What follows belongs to an exercise in optimizing a design on an open flow for small area; a production flow would make more cautious choices.
The RTL was checked by simulation tests, not by an equivalence proof against the original design.
Power figures rest on the tool's default switching activity, not on a simulated workload.

## design.v

```verilog
module bcdConterter
(
    input [15:0]in,
    output reg[3:0] tenThou,
    output reg[3:0] thou,
    output reg[3:0] hund,
    output reg[3:0] tens,
    output reg[3:0] ones
);
	integer i;
	reg [35:0]n;
	always@(in)
	begin
		n = 32'h00000000;
		n[15:0] = in;
		for(i = 0; i < 16; i = i + 1)
		begin
				if(n[19:16] > 4)
				begin
					n[19:16] = n[19:16] + 4'd3;
				end
				if(n[23:20] > 4)
				begin
					n[23:20] = n[23:20] + 4'd3;
				end
				if(n[27:24] > 4)
				begin
					n[27:24] = n[27:24] + 4'd3;
				end
				if(n[31:28] > 4)
				begin
					n[31:28] = n[31:28] + 4'd3;
				end
                if(n[35:32] > 4)
                begin
                    n[35:32] = n[35:32] + 4'd3;
                end
				n = n<<1;
		end
		ones = n[19:16];
		tens = n[23:20];
		hund = n[27:24];
		thou = n[31:28];
        tenThou = n[35:32];
	end
endmodule
module patternConverter
(
    input[3:0] bcdInput,
    output reg[7:0] lcdPattern
);
    localparam  zero = 4'b0000;
    localparam  one = 4'b0001;
    localparam  two = 4'b0010;
    localparam  three = 4'b0011;
    localparam  four = 4'b0100;
    localparam  five = 4'b0101;
    localparam  six = 4'b0110;
    localparam  seven = 4'b0111;
    localparam  eight = 4'b1000;
    localparam  nine = 4'b1001;
    localparam  outZero =  8'b00110000;
    localparam  outOne = 8'b00110001;
    localparam  outTwo = 8'b00110010;
    localparam  outThree = 8'b00110011;
    localparam  outFour = 8'b00110100;
    localparam  outFive = 8'b00110101;
    localparam  outSix = 8'b00110110;
    localparam  outSeven = 8'b00110111;
    localparam  outEight = 8'b00111000;
    localparam  outNine = 8'b00111001;
	localparam  error = 8'b00000000;
    always@(bcdInput)
    begin
        case(bcdInput)
            zero:
            begin
                lcdPattern = outZero;
            end
            one:
            begin
                lcdPattern = outOne;
            end
            two:
            begin
                lcdPattern = outTwo;
            end
            three:
            begin
                lcdPattern = outThree;
            end
            four:
            begin
                lcdPattern = outFour;
            end
            five:
            begin
                lcdPattern = outFive;
            end
            six:
            begin
                lcdPattern = outSix;
            end
            seven:
            begin
                lcdPattern = outSeven;
            end
            eight:
            begin
                lcdPattern = outEight;
            end
            nine:
            begin
                lcdPattern = outNine;
            end
            default:
            begin
                lcdPattern = error;
            end
        endcase
    end
endmodule
module lcdController
(
    input clk,
    input lcdOnIn,
    input[4:0] writeAddr,
    input[7:0] charCode,
    output[7:0] lcdBus,  
    output lcdOnOut,
    output lcdReadWriteSel,  
    output lcdRsSelect,  
    output lcdEnableOut,
    output errorLed
);
    wire[4:0] addrToRead_addrToRead;
    wire[7:0] dataIn_dataIn;
    lcdRegisterFile myRegisters(clk, writeAddr, charCode, addrToRead_addrToRead, dataIn_dataIn);
    lcdStateMachine myStateMachine(clk, lcdOnIn, dataIn_dataIn, lcdBus, addrToRead_addrToRead, lcdOnOut, lcdReadWriteSel, lcdRsSelect, lcdEnableOut, errorLed);
endmodule
module lcdRegisterFile
(
    input clk,
    input[4:0] writeAddr,
    input[7:0] dataIn,
    input[4:0] addrToRead,
    output reg[7:0] dataOut
);
    reg[7:0] charCode[31:0];  
    always@(posedge clk)
    begin
        charCode[writeAddr] <= dataIn;
        dataOut <= charCode[addrToRead];
    end
endmodule
module lcdStateMachine
(
    input clk,
    input lcdOnIn,  
    input[7:0] dataIn,
    output reg[7:0] lcdBus,  
    output reg[4:0] addrToRead,
    output lcdOnOut,
    output reg lcdReadWriteSel,  
    output reg lcdRsSelect,  
    output reg lcdEnableOut,
    output reg errorLed
);
    localparam  powerOn = 4'd0;
    localparam  functionSet = 4'd1;  
    localparam  displaySet = 4'd2;
    localparam  displayClear = 4'd3;
    localparam  entryModeSet = 4'd4;
    localparam  readBusyFlag = 4'd5;
    localparam  writeAddr = 4'd6;
    localparam  writeData = 4'd7;
    localparam  cursorShift = 4'd8;
    localparam  functionSet1 = 2'd0;
    localparam  functionSet2 = 2'd1;
    localparam  functionSet3 = 2'd2;
    localparam  functionSet4 = 2'd3;
    localparam  subState1 = 2'd0;
    localparam  subState2 = 2'd1;
    localparam  subState3 = 2'd2;
    localparam  FUNCTION_SET =  8'b00111000;
    localparam  DISPLAY_OFF = 8'b00001000;
    localparam  DISPLAY_ON = 8'b00001100;
    localparam  DISPLAY_CLEAR = 8'b00000001;
    localparam  ENTRY_MODE_SET = 8'b00000110;
    localparam  CURSOR_SHIFT = 8'b00010100;
    localparam  CURSOR_AT_HOME = 8'b00000010;
    localparam  wait100ms = 32'd5000000;
    localparam  wait20ms = 32'd1000000;
    localparam  wait5ms = 32'd250000;
    localparam  wait1ms = 32'd50000;
    localparam  wait50us = 32'd2500;
    localparam  wait100us = 32'd5000;
    localparam  wait150us = 32'd7500;
    localparam  wait260ns = 32'd26;
    localparam  wait40ns = 32'd2;
    reg[32:0] counter;
    reg[3:0] state;
    reg[1:0] subStates;
    reg[1:0] functionSetCase;
    reg displayOnOff;
    reg[6:0] addrCounter;
    assign lcdOnOut = lcdOnIn;
    always@(posedge clk, negedge lcdOnIn)
    begin
        if(lcdOnIn == 1'b0)
        begin
            state <= powerOn;
            counter <= 32'b0;
            displayOnOff <= 1'b0;
            lcdEnableOut <= 1'b0;
            functionSetCase <= 2'b00;
            errorLed <= 1'b0;
            lcdBus <= 8'h80;
            subStates <= 2'b00;
            addrCounter <= 7'h00;
        end
        else
        begin
            case(state)
                powerOn:
                begin
                    errorLed <= 1'b0;
                    lcdEnableOut <= 1'b0;
                    lcdRsSelect <= 1'b0;
                    lcdReadWriteSel <= 1'b0;
                    lcdBus <= lcdBus;  
                    if(counter == wait20ms)
                    begin
                        counter <= 32'b0;
                        state <= functionSet;
                    end
                    else
                    begin
                        counter <= counter + 1'b1;
                        state <= powerOn;
                    end
                end
                functionSet:
                begin
                    errorLed <= 1'b0;
                    case(functionSetCase)
                        functionSet1:
                        begin
                            lcdRsSelect <= 1'b0;
                            lcdReadWriteSel <= 1'b0;
                            case(subStates)
                                subState1:
                                begin
                                    lcdEnableOut <= 1'b0;
                                    lcdBus <= lcdBus;
                                    subStates <= subState2;
                                    functionSetCase <= functionSet1;
                                    state <= functionSet;
                                end
                                subState2:
                                begin
                                    lcdEnableOut <= 1'b1;
                                    lcdBus <= FUNCTION_SET;
                                    if(counter == wait260ns)
                                    begin
                                        counter <= 32'b0;
                                        subStates <= subState3;
                                        functionSetCase <= functionSet1;
                                        state <= functionSet;
                                    end
                                    else
                                    begin
                                        counter <= counter + 1'b1;
                                        subStates <= subState2;
                                        functionSetCase <= functionSet1;
                                        state <= functionSet;
                                    end
                                end
                                subState3:
                                begin
                                    lcdEnableOut <= 1'b0;
                                    lcdBus <= lcdBus;
                                    if(counter == wait5ms)
                                    begin
                                        counter <= 32'b0;
                                        subStates <= subState1;
                                        functionSetCase <= functionSet2;
                                        state <= functionSet;
                                    end
                                    else
                                    begin
                                        counter <= counter + 1'b1;
                                        subStates <= subState3;
                                        functionSetCase <= functionSet1;
                                        state <= functionSet;
                                    end
                                end
                            endcase
                        end
                        functionSet2:
                        begin
                            lcdRsSelect <= 1'b0;
                            lcdReadWriteSel <= 1'b0;
                            case(subStates)
                                subState1:
                                begin
                                    lcdEnableOut <= 1'b0;
                                    lcdBus <= lcdBus;
                                    subStates <= subState2;
                                    functionSetCase <= functionSet2;
                                    state <= functionSet;
                                end
                                subState2:
                                begin
                                    lcdEnableOut <= 1'b1;
                                    lcdBus <= FUNCTION_SET;
                                    if(counter == wait260ns)
                                    begin
                                        counter <= 32'b0;
                                        subStates <= subState3;
                                        functionSetCase <= functionSet2;
                                        state <= functionSet;
                                    end
                                    else
                                    begin
                                        counter <= counter + 1'b1;
                                        subStates <= subState2;
                                        functionSetCase <= functionSet2;
                                        state <= functionSet;
                                    end
                                end
                                subState3:
                                begin
                                    lcdEnableOut <= 1'b0;
                                    lcdBus <= lcdBus;
                                    if(counter == wait150us)
                                    begin
                                        counter <= 32'b0;
                                        subStates <= subState1;
                                        functionSetCase <= functionSet3;
                                        state <= functionSet;
                                    end
                                    else
                                    begin
                                        counter <= counter + 1'b1;
                                        subStates <= subState3;
                                        functionSetCase <= functionSet2;
                                        state <= functionSet;
                                    end
                                end
                            endcase
                        end
                        functionSet3:
                        begin
                            lcdRsSelect <= 1'b0;
                            lcdReadWriteSel <= 1'b0;
                            case(subStates)
                                subState1:
                                begin
                                    lcdEnableOut <= 1'b0;
                                    lcdBus <= lcdBus;
                                    subStates <= subState2;
                                    functionSetCase <= functionSet3;
                                    state <= functionSet;
                                end
                                subState2:
                                begin
                                    lcdEnableOut <= 1'b1;
                                    lcdBus <= FUNCTION_SET;
                                    if(counter == wait260ns)
                                    begin
                                        counter <= 32'b0;
                                        subStates <= subState3;
                                        functionSetCase <= functionSet3;
                                        state <= functionSet;
                                    end
                                    else
                                    begin
                                        counter <= counter + 1'b1;
                                        subStates <= subState2;
                                        functionSetCase <= functionSet3;
                                        state <= functionSet;
                                    end
                                end
                                subState3:
                                begin
                                    lcdEnableOut <= 1'b0;
                                    lcdBus <= lcdBus;
                                    if(counter == wait150us)
                                    begin
                                        counter <= 32'b0;
                                        subStates <= subState1;
                                        functionSetCase <= functionSet4;
                                        state <= functionSet;
                                    end
                                    else
                                    begin
                                        counter <= counter + 1'b1;
                                        subStates <= subState3;
                                        functionSetCase <= functionSet3;
                                        state <= functionSet;
                                    end
                                end
                            endcase
                        end
                        functionSet4:
                        begin
                            lcdRsSelect <= 1'b0;
                            lcdReadWriteSel <= 1'b0;
                            case(subStates)
                                subState1:
                                begin
                                    lcdEnableOut <= 1'b0;
                                    lcdBus <= lcdBus;
                                    subStates <= subState2;
                                    functionSetCase <= functionSet4;
                                    state <= functionSet;
                                end
                                subState2:
                                begin
                                    lcdEnableOut <= 1'b1;
                                    lcdBus <= FUNCTION_SET;
                                    if(counter == wait260ns)
                                    begin
                                        counter <= 32'b0;
                                        subStates <= subState3;
                                        functionSetCase <= functionSet4;
                                        state <= functionSet;
                                    end
                                    else
                                    begin
                                        counter <= counter + 1'b1;
                                        subStates <= subState2;
                                        functionSetCase <= functionSet4;
                                        state <= functionSet;
                                    end
                                end
                                subState3:
                                begin
                                    lcdEnableOut <= 1'b0;
                                    lcdBus <= lcdBus;
                                    if(counter == wait150us)
                                    begin
                                        counter <= 32'b0;
                                        state <= displaySet;
                                        subStates <= subState1;
                                    end
                                    else
                                    begin
                                        counter <= counter + 1'b1;
                                        subStates <= subState3;
                                        functionSetCase <= functionSet4;
                                        state <= functionSet;
                                    end
                                end
                            endcase
                        end
                    endcase
                end
                displaySet:
                begin
                    errorLed <= 1'b0;
                    lcdRsSelect <= 1'b0;
                    lcdReadWriteSel <= 1'b0;
                    if(displayOnOff == 1'b0)
                    begin
                        case(subStates)
                            subState1:
                            begin
                                lcdEnableOut <= 1'b0;
                                lcdBus <= lcdBus;
                                subStates <= subState2;
                                state <= displaySet;
                            end
                            subState2:
                            begin
                                lcdEnableOut <= 1'b1;
                                lcdBus <= DISPLAY_OFF;
                                if(counter == wait260ns)
                                begin
                                    counter <= 32'b0;
                                    subStates <= subState3;
                                    state <= displaySet;
                                end
                                else
                                begin
                                    counter <= counter + 1'b1;
                                    subStates <= subState2;
                                    state <= displaySet;
                                end
                            end
                            subState3:
                            begin
                                lcdEnableOut <= 1'b0;
                                lcdBus <= lcdBus;
                                if(counter == wait50us)
                                begin
                                    counter <= 32'b0;
                                    subStates <= subState1;
                                    state <= displayClear;
                                end
                                else
                                begin
                                    counter <= counter + 1'b1;
                                    subStates <= subState3;
                                    state <= displaySet;
                                end
                            end
                        endcase
                            end
                    else
                    begin
                        case(subStates)
                            subState1:
                            begin
                                lcdEnableOut <= 1'b0;
                                lcdBus <= lcdBus;
                                subStates <= subState2;
                                state <= displaySet;
                            end
                            subState2:
                            begin
                                lcdEnableOut <= 1'b1;
                                lcdBus <= DISPLAY_ON;
                                if(counter == wait260ns)
                                begin
                                    counter <= 32'b0;
                                    subStates <= subState3;
                                    state <= displaySet;
                                end
                                else
                                begin
                                    counter <= counter + 1'b1;
                                    subStates <= subState2;
                                    state <= displaySet;
                                end
                            end
                            subState3:
                            begin
                                lcdEnableOut <= 1'b0;
                                lcdBus <= lcdBus;
                                if(counter == wait50us)
                                begin
                                    counter <= 32'b0;
                                    subStates <= subState1;
                                    state <= displayClear;
                                end
                                else
                                begin
                                    counter <= counter + 1'b1;
                                    subStates <= subState3;
                                    state <= displaySet;
                                end
                            end
                        endcase
                    end
                end
                displayClear:
                begin
                    errorLed <= 1'b0;
                    lcdRsSelect <= 1'b0;
                    lcdReadWriteSel <= 1'b0;
                    if(displayOnOff == 1'b0)
                    begin
                        case(subStates)
                            subState1:
                            begin
                                lcdEnableOut <= 1'b0;
                                lcdBus <= lcdBus;
                                subStates <= subState2;
                                state <= displayClear;
                            end
                            subState2:
                            begin
                                lcdEnableOut <= 1'b1;
                                lcdBus <= DISPLAY_CLEAR;
                                if(counter == wait260ns)
                                begin
                                    counter <= 32'b0;
                                    subStates <= subState3;
                                    state <= displayClear;
                                end
                                else
                                begin
                                    counter <= counter + 1'b1;
                                    subStates <= subState2;
                                    state <= displayClear;
                                end
                            end
                            subState3:
                            begin
                                lcdEnableOut <= 1'b0;
                                lcdBus <= lcdBus;
                                if(counter == wait5ms)
                                begin
                                    counter <= 32'b0;
                                    subStates <= subState1;
                                    state <= entryModeSet;
                                end
                                else
                                begin
                                    counter <= counter + 1'b1;
                                    subStates <= subState3;
                                    state <= displayClear;
                                end
                            end
                        endcase
                    end
                    else
                        begin
                        case(subStates)
                            subState1:
                            begin
                                lcdEnableOut <= 1'b0;
                                lcdBus <= lcdBus;
                                subStates <= subState2;
                                state <= displayClear;
                            end
                            subState2:
                            begin
                                lcdEnableOut <= 1'b1;
                                lcdBus <= DISPLAY_CLEAR;
                                if(counter == wait260ns)
                                begin
                                    counter <= 32'b0;
                                    subStates <= subState3;
                                    state <= displayClear;
                                end
                                else
                                begin
                                    counter <= counter + 1'b1;
                                    subStates <= subState2;
                                    state <= displayClear;
                                end
                            end
                            subState3:
                            begin
                                lcdEnableOut <= 1'b0;
                                lcdBus <= lcdBus;
                                if(counter == wait5ms)
                                begin
                                    counter <= 32'b0;
                                    subStates <= subState1;
                                    state <= writeAddr;
                                end
                                else
                                begin
                                    counter <= counter + 1'b1;
                                    subStates <= subState3;
                                    state <= displayClear;
                                end
                            end
                        endcase
                    end
                end
                entryModeSet:
                begin
                    errorLed <= 1'b0;
                    lcdRsSelect <= 1'b0;
                    lcdReadWriteSel <= 1'b0;
                    case(subStates)
                        subState1:
                        begin
                            lcdEnableOut <= 1'b0;
                            lcdBus <= lcdBus;
                            subStates <= subState2;
                            state <= entryModeSet;
                        end
                        subState2:
                        begin
                            lcdEnableOut <= 1'b1;
                            lcdBus <= ENTRY_MODE_SET;
                            displayOnOff <= 1'b1;
                            if(counter == wait260ns)
                            begin
                                counter <= 32'b0;
                                subStates <= subState3;
                                state <= entryModeSet;
                            end
                            else
                            begin
                                counter <= counter + 1'b1;
                                subStates <= subState2;
                                state <= entryModeSet;
                            end
                        end
                        subState3:
                        begin
                            lcdEnableOut <= 1'b0;
                            lcdBus <= lcdBus;
                            if(counter == wait5ms)
                            begin
                                counter <= 32'b0;
                                subStates <= subState1;
                                state <= displaySet;
                            end
                            else
                            begin
                                counter <= counter + 1'b1;
                                subStates <= subState3;
                                state <= entryModeSet;
                            end
                        end
                    endcase
                end
                writeAddr:
                begin
                    errorLed <= 1'b0;
                    lcdRsSelect <= 1'b0;
                    lcdReadWriteSel <= 1'b0;
                    case(subStates)
                        subState1:
                        begin
                            lcdEnableOut <= 1'b0;
                            lcdBus <= lcdBus;
                            subStates <= subState2;
                            state <= writeAddr;
                        end
                        subState2:
                        begin
                            lcdEnableOut <= 1'b1;
                            addrToRead <= addrCounter[4:0];
                            if(addrCounter[4] == 1'b1)
                            begin
                                lcdBus <= {4'b1100, addrCounter[3:0]};
                                if(counter == wait260ns)
                                begin
                                    counter <= 32'b0;
                                    subStates <= subState3;
                                    state <= writeAddr;
                                end
                                else
                                begin
                                    counter <= counter + 1'b1;
                                    subStates <= subState2;
                                    state <= writeAddr;
                                end
                            end
                            else if(addrCounter[4] == 1'b0)
                            begin
                                lcdBus <= {1'b1, addrCounter};
                                if(counter == wait260ns)
                                begin
                                    counter <= 32'b0;
                                    subStates <= subState3;
                                    state <= writeAddr;
                                end
                                else
                                begin
                                    counter <= counter + 1'b1;
                                    subStates <= subState2;
                                    state <= writeAddr;
                                end
                            end
                        end
                        subState3:
                        begin
                            lcdEnableOut <= 1'b0;
                            lcdBus <= lcdBus;
                            if(counter == wait50us)
                            begin
                                counter <= 32'b0;
                                subStates <= subState1;
                                state <= writeData;
                            end
                            else
                            begin
                                counter <= counter + 1'b1;
                                subStates <= subState3;
                                state <= writeAddr;
                            end
                        end
                    endcase
                end
                writeData:
                begin
                    errorLed <= 1'b0;
                    lcdRsSelect <= 1'b1;
                    lcdReadWriteSel <= 1'b0;
                    case(subStates)
                        subState1:
                        begin
                            lcdEnableOut <= 1'b0;
                            lcdBus <= lcdBus;
                            subStates <= subState2;
                            state <= writeData;
                        end
                        subState2:
                        begin
                            lcdEnableOut <= 1'b1;
                            lcdBus <= dataIn;
                            if(counter == wait260ns)
                            begin
                                counter <= 32'b0;
                                subStates <= subState3;
                                state <= writeData;
                            end
                            else
                            begin
                                counter <= counter + 1'b1;
                                subStates <= subState2;
                                state <= writeData;
                            end
                        end
                        subState3:
                        begin
                            lcdEnableOut <= 1'b0;
                            lcdBus <= lcdBus;
                            if(counter == wait50us)
                            begin
                                counter <= 32'b0;
                                subStates <= subState1;
                                state <= cursorShift;
                            end
                            else
                            begin
                                counter <= counter + 1'b1;
                                subStates <= subState3;
                                state <= writeData;
                            end
                        end
                    endcase
                end
                cursorShift:
                begin
                    errorLed <= 1'b0;
                    if(addrCounter == 7'h1F)
                    begin
                        case(subStates)
                            subState1:
                            begin
                                lcdEnableOut <= 1'b0;
                                lcdBus <= lcdBus;
                                subStates <= subState2;
                                state <= cursorShift;
                            end
                            subState2:
                            begin
                                lcdEnableOut <= 1'b1;
                                lcdBus <= CURSOR_AT_HOME;
                                if(counter == wait260ns)
                                begin
                                    counter <= 32'b0;
                                    subStates <= subState3;
                                    state <= cursorShift;
                                end
                                else
                                begin
                                    counter <= counter + 1'b1;
                                    subStates <= subState2;
                                    state <= cursorShift;
                                end
                            end
                            subState3:
                            begin
                                lcdEnableOut <= 1'b0;
                                lcdBus <= lcdBus;
                                if(counter == wait50us)
                                begin
                                    counter <= 32'b0;
                                    addrCounter <= 7'h00;
                                    subStates <= subState1;
                                    state <= writeAddr;
                                end
                                else
                                begin
                                    counter <= counter + 1'b1;
                                    subStates <= subState3;
                                    state <= cursorShift;
                                end
                            end
                        endcase
                    end
                    else
                    begin
                        case(subStates)
                            subState1:
                            begin
                                lcdEnableOut <= 1'b0;
                                lcdBus <= lcdBus;
                                subStates <= subState2;
                                state <= cursorShift;
                            end
                            subState2:
                            begin
                                lcdEnableOut <= 1'b1;
                                lcdBus <= CURSOR_SHIFT;
                                if(counter == wait260ns)
                                begin
                                    counter <= 32'b0;
                                    subStates <= subState3;
                                    state <= cursorShift;
                                end
                                else
                                begin
                                    counter <= counter + 1'b1;
                                    subStates <= subState2;
                                    state <= cursorShift;
                                end
                            end
                            subState3:
                            begin
                                lcdEnableOut <= 1'b0;
                                lcdBus <= lcdBus;
                                if(counter == wait50us)
                                begin
                                    counter <= 32'b0;
                                    addrCounter <= addrCounter + 1'b1;
                                    subStates <= subState1;
                                    state <= writeAddr;
                                end
                                else
                                begin
                                    counter <= counter + 1'b1;
                                    subStates <= subState3;
                                    state <= cursorShift;
                                end
                            end
                        endcase
                    end
                end
                default:
                begin
                  errorLed <= 1'b1;
                end
            endcase
        end
    end
endmodule
module lcdControllerDemonstration
(
    input clk,
    input backLight,
    input lcdOnIn,
    input[15:0] in,
    output backLightOut,
    output[7:0] lcdBus,
    output lcdOnOut,
    output lcdReadWriteSel,
    output lcdRsSelect,
    output lcdEnableOut,
    output errorLed1,
    output errorLed2
);
    wire[3:0] tenThou_bcdInput1;
    wire[3:0] thou_bcdInput2;
    wire[3:0] hund_bcdInput3;
    wire[3:0] tens_bcdInput4;
    wire[3:0] ones_bcdInput5;
    wire[7:0] lcdPattern1_tenThou;
    wire[7:0] lcdPattern2_thou;
    wire[7:0] lcdPattern3_hund;
    wire[7:0] lcdPattern4_tens;
    wire[7:0] lcdPattern5_ones;
    wire[7:0] characterCode_charCode;
    wire[4:0] addr_writeAddr;
    assign backLightOut = backLight;
    bcdConterter myConverter(in, tenThou_bcdInput1, thou_bcdInput2, hund_bcdInput3, tens_bcdInput4, ones_bcdInput5);
    patternConverter converter1(tenThou_bcdInput1, lcdPattern1_tenThou);
    patternConverter converter2(thou_bcdInput2, lcdPattern2_thou);
    patternConverter converter3(hund_bcdInput3, lcdPattern3_hund);
    patternConverter converter4(tens_bcdInput4, lcdPattern4_tens);
    patternConverter converter5(ones_bcdInput5, lcdPattern5_ones);
    lcdInterface myInterface(clk, lcdOnIn, lcdPattern1_tenThou, lcdPattern2_thou, lcdPattern3_hund, lcdPattern4_tens, lcdPattern5_ones, characterCode_charCode, addr_writeAddr, errorLed1);
    lcdController myControler(clk, lcdOnIn, addr_writeAddr, characterCode_charCode, lcdBus, lcdOnOut, lcdReadWriteSel, lcdRsSelect, lcdEnableOut, errorLed2);
endmodule
module lcdInterface
(
    input clk,
    input rst,  
    input[7:0] tenThou,
    input[7:0] thou,
    input[7:0] hund,
    input[7:0] tens,
    input[7:0] ones,
    output reg[7:0] characterCode,
    output reg[4:0] addr,
    output reg errorLed
);
    localparam  tenThousand = 3'd0;
    localparam  thousand = 3'd1;
    localparam  hundred = 3'd2;
    localparam  ten = 3'd3;
    localparam  one = 3'd4;
    localparam  spin = 3'd5;
    reg[4:0] state;
    reg[4:0] counter;
    always @ (posedge clk, negedge rst)
    begin
        if(rst == 1'b0)
        begin
            state <= tenThousand;
            characterCode <= 8'h00;
            addr <= 5'd0;
            errorLed <= 1'b0;
        end
        else
        begin
            case(state)
                tenThousand:
                begin
                    errorLed <= 1'b0;
                    state <= thousand;
                    addr <= 5'd0;
                    characterCode <= tenThou;
                end
                thousand:
                begin
                    errorLed <= 1'b0;
                    state <= hundred;
                    addr <= 5'd1;
                    characterCode <= thou;
                end
                hundred:
                begin
                    errorLed <= 1'b0;
                    state <= ten;
                    addr <= 5'd2;
                    characterCode <= hund;
                end
                ten:
                begin
                    errorLed <= 1'b0;
                    state <= one;
                    addr <= 5'd3;
                    characterCode <= tens;
                end
                one:
                begin
                    errorLed <= 1'b0;
                    state <= spin;
                    addr <= 5'd4;
                    counter <= 5'd5;
                    characterCode <= ones;
                end
                spin:
                begin
                    if(counter == 5'd31)
                    begin
                        errorLed <= 1'b0;
                        state <= tenThousand;
                        addr <= counter;
                        characterCode <= 8'b10000000;
                    end
                    else
                    begin
                        errorLed <= 1'b0;
                        addr <= counter;
                        state <= spin;
                        counter <= counter + 1'b1;
                        characterCode <= 8'b10000000;
                    end
                end
                default:
                begin
                    errorLed <= 1'b1;
                end
            endcase
        end
    end
endmodule
```

## constraint.sdc

```tcl
create_clock -name core_clock -period 20.0 [get_ports {clk}]
set_input_delay 4.0000 -clock core_clock [delete_from_list [all_inputs] [get_ports {clk}]]
set_output_delay 4.0000 -clock core_clock [all_outputs]
set_load 0.01 [all_outputs]
```

## config.mk

```make
export PLATFORM = sky130hd
export DESIGN_NAME = lcdControllerDemonstration
export DESIGN_NICKNAME = lcdControllerDemonstration
export VERILOG_FILES = /design/flow/design.v
export SDC_FILE = /design/flow/constraint.sdc
export NUM_CORES = 4
export LEC_CHECK = 0
export CAP_MARGIN = 20
export CORE_MARGIN = 2
export CORE_UTILIZATION = 35
export PLACE_DENSITY = 0.6
export SLEW_MARGIN = 20
```

## run.sh

```bash
#!/bin/bash
# synth_recipe.tcl (not shown) runs the flow's synth.tcl, then flattens the netlist and writes it again
# the make line also repeats each setting of config.mk as NAME=value (left out here)
make -C /OpenROAD-flow-scripts/flow DESIGN_CONFIG=/design/flow/config.mk WORK_HOME=/design/flow/orfs CLKGATE_MAP_FILE= SYNTH_SCRIPT=/design/flow/synth_recipe.tcl finish
```

==> impl_metrics.json <==
{
  "status": "complete, no violations",
  "clk_transition_reported_paths_ns": 0.06,
  "setup_viol": 0,
  "drt_iter0_drc": 1422,
  "fillers": 5036,
  "critPathKind": "input port to flop",
  "synth-main-ff-cell": "edfxtp_1",
  "die_x_um": 235,
  "dieHeight_um": 235,
  "cts_buffers": 30,
  "clock_sinks": 283,
  "combPwrFrac": 0.520,
  "synth.distinct_cells": 118,
  "max-vdd-ir-drop_mv": 0.0854,
  "wl_per_cell_um": 18.1,
  "antenna_found_initial": 2,
  "swShare": 0.442,
  "p_int_uw": 1600,
  "clk_latency_ns": 0.57,
  "grt_max_degree": 51,
  "yosysTopAreaCell": "edfxtp_1",
  "cellLeakagePower_uw": 0.00696,
  "mostFrequentLayoutCells": "edfxtp_1 (203), nor2_1 (176), nand2_1 (161)",
  "synthTopCellsByArea": "edfxtp_1 (33%), dfrtp_1 (9.8%), mux4_2 (7.2%)",
  "switchingPower_uw": 1270,
  "grt_pass1_wl_mm": 74.3,
  "grt.total_usage": 0.160,
  "worstMarginPinSlew_ns": 1.04,
  "cp_common_cell": "ha_1",
  "syn_area_per_cell_um2": 10.2,
  "final-hold-violation-count": 0,
  "layout_commonest_cell": "edfxtp_1",
  "hold_path_class": "flop to flop",
  "grt_overflow": 0,
  "vias": 14800,
  "synth_nets": 1879,
  "clock_skew_ns": 0.0211,
  "postCtsSetupBuffers": 0,
  "fin_util": 0.387,
  "maxCapViolations": 0,
  "seqPwrFrac": 0.294,
  "fmax_mhz": 69.7,
  "routed_wl_mm": 45.4,
  "yosys_warnings": 5,
  "die_area_mm2": 0.0551,
  "cts_resized": 0,
  "viasPerCell": 5.91,
  "grt_pass1_vias": 14100,
  "cp-start-kind": "input port",
  "power_frac_clock": 0.185,
  "end_kind": "flop",
  "syn_inst": 1825,
  "htreeDepth": 1,
  "area_delta_synth_final_pct": 9.27,
  "detail-route-antenna-nets": 0,
  "route.detailed.drc": 0,
  "num_io_pins": 34,
  "rsz0062_at_grt": "no",
  "core_mm2": 0.0527,
  "root_buffer": "clkbuf_16",
  "fin_crit_sh": 0.718,
  "port_buffers": 30,
  "globalplace.congestion": 0.847,
  "cts_tree": "built",
  "final_net_count": 1841,
  "synth_top_area_share": 0.327,
  "drive_above_1_share": 0.113,
  "seq_area_frac_synth": 0.433,
  "async_reset_ff_frac": 0.261,
  "period_minus_slack_ns": 14.35,
  "path_max_fanout": 15,
  "drv_slew": 0,
  "dp_hpwl_mm": 31.4,
  "powerDensity_mw_per_mm2": 141,
  "syn_area_mm2": 0.0186,
  "crit_slowest_cell": "o22ai_1",
  "slowest_delay_ns": 0.80,
  "ys_ff_latch": 283,
  "cts_max_path_buffers": 3,
  "arrival_ns": 14.85,
  "dr.pass1.iters": 8,
  "ctsHoldBuffers": 0,
  "synth_edf_count": 203,
  "setup_tns_ns": 0,
  "slew-limit-headroom": 0.309,
  "rows": 84,
  "worstPathRequired_ns": 20.49,
  "start_util": 0.354
}
[per-stage QoR]
| step | total power, µW | cell area (µm²) | setup slack (ns) | hold slack, ns | cells |
|---|---|---|---|---|---|
| after detailed placement | 2320 | 19400 | 5.15 | 0.473 | 2443 |
| after floorplan | 2010 | 18600 | 7.29 | 0.462 | 1825 |
| after global routing | 3070 | 20400 | 4.59 | 0.494 | 2501 |
| after global placement | 2290 | 19400 | 5.63 | 0.467 | 2443 |
| final | 2870 | 20400 | 5.65 | 0.477 | 2501 |
| after CTS | 2860 | 20400 | 5.72 | 0.482 | 2499 |
[power by group through the flow]
stage	registers, µW	logic, µW	clock network [µW]
floorplan	811	1200	0
global placement	850	1440	0
detailed placement	859	1470	0
CTS	847	1470	544
global route	858	1640	568
finish	844	1490	532
[cell families (layout without fill, tap and decap cells)]
group | Yosys count | in the layout | synth area share
adder cells (fa/ha/maj) | 36 | 36 | 0.0241
flip-flops | 283 | 283 | 0.433
multiplexers | 98 | 98 | 0.0937
buffers and inverters | 167 | 153 | 0.0375
AO/OA/AOI/OAI | 524 | 524 | 0.204
XOR/XNOR | 36 | 36 | 0.0214
other | 1 | 3 | 0.000201
AND/OR/NAND/NOR | 680 | 680 | 0.187
[area by class of cell]
cell class / instances / area (µm²) / area share
inverter: 55 / 206 / 0.0101
clock buffer: 36 / 773 / 0.0380
multi-input combinational: 1375 / 9880 / 0.485
antenna: 2 / 5.00 / 0.000246
sequential: 283 / 8080 / 0.396
timing repair buffer: 42 / 388 / 0.0190
clock inverter: 20 / 183 / 0.00897
tap: 688 / 861 / 0.0423
[layer usage]
metal / up-vias / track usage / wire length (µm)
li1: 7055 / - / -
met1: 7213 / 0.225 / 21000
met2: 452 / 0.266 / 21700
met3: 52 / 0.0166 / 2040
met4: 0 / 0.0345 / 649
met5: - / 0 / 0
[critical path: cells and delay by family]
| kind | cells | cell delay (ns) |
|---|---|---|
| muxes | 1 | 0.36 |
| AOI/OAI and AO/OA | 12 | 3.54 |
| adders and majority gates | 7 | 1.79 |
| xor gates and xnor gates | 7 | 2.44 |
| buffers and inverters | 7 | 1.21 |
| and+or+nand+nor | 6 | 1.51 |
[state kept, by name (all words and copies together) (netlist names), 2 cells and up]
name / count
myControler.myRegisters.charCode: 192
myControler.myRegisters.dataOut: 6
myControler.myStateMachine.addrCounter: 7
myControler.myStateMachine.addrToRead: 5
myControler.myStateMachine.counter: 33
myControler.myStateMachine.functionSetCase: 2
myControler.myStateMachine.lcdBus: 8
myControler.myStateMachine.state: 4
myControler.myStateMachine.subStates: 2
myInterface.addr: 5
myInterface.characterCode: 6
myInterface.counter: 5
myInterface.state: 3
[cell usage after synthesis, drive strengths merged, types with 15 or more instances]
| cell type | number |
|---|---|
| or2 | 15 |
| nand2 | 163 |
| a211oi | 22 |
| nor2 | 179 |
| a21oi | 76 |
| clkbuf | 69 |
| nor2b | 20 |
| buf | 43 |
| a31oi | 28 |
| o31ai | 19 |
| or3 | 16 |
| nand2b | 19 |
| edfxtp | 203 |
| nor4 | 28 |
| a22oi | 24 |
| mux2i | 26 |
| o22ai | 31 |
| mux4 | 60 |
| xnor2 | 26 |
| inv | 54 |
| ha | 35 |
| nand4 | 29 |
| nor3 | 58 |
| o21ai | 130 |
| nand3 | 60 |
| a22o | 17 |
| and3 | 42 |
| dfrtp | 73 |
[worst paths after layout]
kind                                                   startpoint                                      to  slack (ns)  depth (start not counted)
max                                                        in[13]            myInterface.characterCode[2]        5.65                         40
min                          myControler.myStateMachine.lcdBus[7]    myControler.myStateMachine.lcdBus[7]        0.48                          2
max reg2reg                myControler.myStateMachine.counter[27]  myControler.myStateMachine.counter[24]       14.84                         15
min reg2reg                  myControler.myStateMachine.lcdBus[7]    myControler.myStateMachine.lcdBus[7]        0.48                          2
max in group asynchronous                                 lcdOnIn            myInterface.characterCode[1]       15.52                          2
min in group asynchronous                                 lcdOnIn   myControler.myStateMachine.counter[2]        3.37                          1

-- separate check: timing with driven ports --
How much do the figures lean on ideal ports? The routed layout below was timed once more, with nothing changed but the port constraints.
Step 1 assumes that a clkbuf_16 drives the clock port and a buf_2 every other input.
Step 2 times the ports against the registers' clock, not the clock port: input delays grow and output delays shrink by t, the midpoint of the rising clock arrivals with the driver on.
Slacks: ideal / step 1 / step 2; pairs: ideal / step 1.
t, ns: 0.615
setup WS [ns]: 5.646 / 5.675 / 5.060
worst setup path after step 2: input to register
worst register clock-pin slew, ns: 0.07 / 0.07
After both steps setup and hold are still met in this run. For this run, drivers alone change the setup slack by +0.029 ns; drivers and shift together by -0.586 ns.
